This design comes from an exercise in tuning for small area, a short achievable clock period and few clock cycles per item on the open sky130 flow, not from production work.
The RTL was checked by simulation tests, not by an equivalence proof against the original design.
Power is estimated from default activity; no workload was simulated.

Design Encoder, start of the top module:
module Encoder(clk, reset, start, p_text, m_key, done, c_text);
    input clk, reset, start;
    input wire [63:0] p_text;
    input wire [79:0] m_key;
    output reg done;
    output wire [63:0] c_text;
    reg [63:0] t;
    reg [79:0] k;
    reg [4:0]  cnt;
    reg        busy;
    wire idle;
    C_inv ui (.A(busy), .Y(idle));
    genvar i;
    wire [79:0] w = {k[66:0], k[79:67]};
    wire [3:0] ks;
    SBox uk (.x(w[3:0]), .y(ks));
    wire [4:0] rcx;
    generate for (i = 0; i < 5; i = i + 1) begin : rc
        C_xor2 u (.A(cnt[i]), .B(w[59+i]), .X(rcx[i]));
    end endgenerate
    wire [79:0] g = {w[79:64], rcx, w[58:4], ks};
    wire [79:0] kd;
    generate for (i = 0; i < 80; i = i + 1) begin : km
        wire n0, n1;
        C_nand2 u0 (.A(g[i]), .B(busy), .Y(n0));
        C_nand2 u1 (.A(m_key[i]), .B(idle), .Y(n1));
        C_nand2 u2 (.A(n0), .B(n1), .Y(kd[i]));
    end endgenerate
  ...
For scale: about 150 flip-flops, roughly 210 I/O pins, about 7900 um^2 of cells after synthesis.
make LEC_CHECK=0 CAP_MARGIN=20 CORE_MARGIN=2 CORE_UTILIZATION=40 SLEW_MARGIN=20 SYNTH_HIERARCHICAL=1 finish   # period 3.5 ns
run.sh (not shown) runs the stock make flow with config.mk's settings and CLKGATE_MAP_FILE= SYNTH_SCRIPT=/design/flow/synth_recipe.tcl, a recipe that flattens the netlist after the stock synthesis.
The starting point completed without violations.
Testbench counts at the start, summed over its fixed seeds: cycles 13,312, items 512.
Edit:
==> flow/flow/run.sh (new file) <==
#!/bin/bash
# The standard layout, with plain buf_1 cells as the port buffers.
set -uo pipefail
export BUFFER_PORTS_ARGS="-buffer_cell sky130_fd_sc_hd__buf_1"
bash standard.sh > standard_flow.log 2>&1
==> flow/standard.sh (new file) <==
#!/bin/bash
# synth_recipe.tcl (not shown) runs the flow's synth.tcl, then flattens the netlist and writes it again
# the make line also repeats each setting of config.mk as NAME=value (left out here)
make -C /OpenROAD-flow-scripts/flow DESIGN_CONFIG=/design/flow/config.mk WORK_HOME=/design/flow/orfs CLKGATE_MAP_FILE= SYNTH_SCRIPT=/design/flow/synth_recipe.tcl "${@:-finish}"
removed: flow/run.sh
The new run went through all stages and came out clean.
Synthesized area stays the same.
Non-clock buffer count fell by 2.
Via count rose by 1.6%.
Combinational power fell by 13%.
Worst setup slack gets better by 100 ps.
Total power fell by 7.7%.
Register-to-register slack gets better by 100 ps.
Global-route usage rose by 0.21 points.
Edit:
CORE_UTILIZATION = 60   (was 40)
CTS_BUF_LIST = sky130_fd_sc_hd__clkbuf_4 sky130_fd_sc_hd__clkbuf_8   (was unset)
PLACE_DENSITY = 0.7   (was unset)
SETUP_SLACK_MARGIN = 1.8   (was unset)
Die area decreases by 32%; cell count came out lower by 4.1%; area after synthesis is unchanged; sequential power grows by 8.9%; via count climbs by about 15%; global-route usage goes up by 12 points; clock skew rose by 14 ps; worst setup slack improves by 380 ps; routed wire length rises by about 30%; register-to-register slack gains 380 ps; worst hold slack gets worse by 7.8 ps.
Edit:
==> flow/run.sh (new file) <==
#!/bin/bash
# synth_recipe.tcl (not shown) runs the flow's synth.tcl, then flattens the netlist and writes it again
# the make line also repeats each setting of config.mk as NAME=value (left out here)
make -C /OpenROAD-flow-scripts/flow DESIGN_CONFIG=/design/flow/config.mk WORK_HOME=/design/flow/orfs CLKGATE_MAP_FILE= SYNTH_SCRIPT=/design/flow/synth_recipe.tcl finish
CORE_UTILIZATION = 40   (was 60)
CTS_BUF_LIST = unset   (was sky130_fd_sc_hd__clkbuf_4 sky130_fd_sc_hd__clkbuf_8)
PLACE_DENSITY = unset   (was 0.7)
SETUP_SLACK_MARGIN = 1.5   (was 1.8)
removed: flow/flow/run.sh
removed: flow/standard.sh
Worst setup slack barely changes.
Power falls by roughly a tenth.
Hold slack improved by 7.5 ps.
Non-clock buffer count falls by 19.
Wire length falls by about a fifth.

==> afterwards: timing with drivers on the ports <==
The results above use ideal ports. As a check the final layouts listed here were re-extracted and re-timed, cells and wires unchanged.
Step 1, drivers: a clkbuf_16 drives clk and a buf_2 each remaining input, both assumed.
Step 2 moves the port delays by t, midway between the first and last clock arrival at a register: inputs arrive t later, outputs are due t later. That takes back most of the time a late clock gives input paths.
a / b / c = ideal ports / drivers / drivers and shift; a / b = the first two.
| run | t (ns) | setup slack, ns | worst setup path at the end | clock arrival spread, ns | pins driven straight from the clock port |
|---|---|---|---|---|---|
| the first run | 0.468 | 1.114 / 1.114 / 1.114 | register to register | 0.012 / 0.012 | 1 |
| the second run | 0.466 | 1.215 / 1.215 / 1.215 | register to register | 0.008 / 0.008 | 1 |
| the third run | 0.505 | 1.595 / 1.595 / 1.595 | register to register | 0.022 / 0.022 | 1 |
| the fourth run | 0.475 | 1.598 / 1.550 / 1.404 | input to register | 0.012 / 0.012 | 1 |
After both steps setup and hold are still met in every run listed. For the fourth run, which loses most, drivers alone change the setup slack by -0.048 ns; drivers and shift together by -0.194 ns.
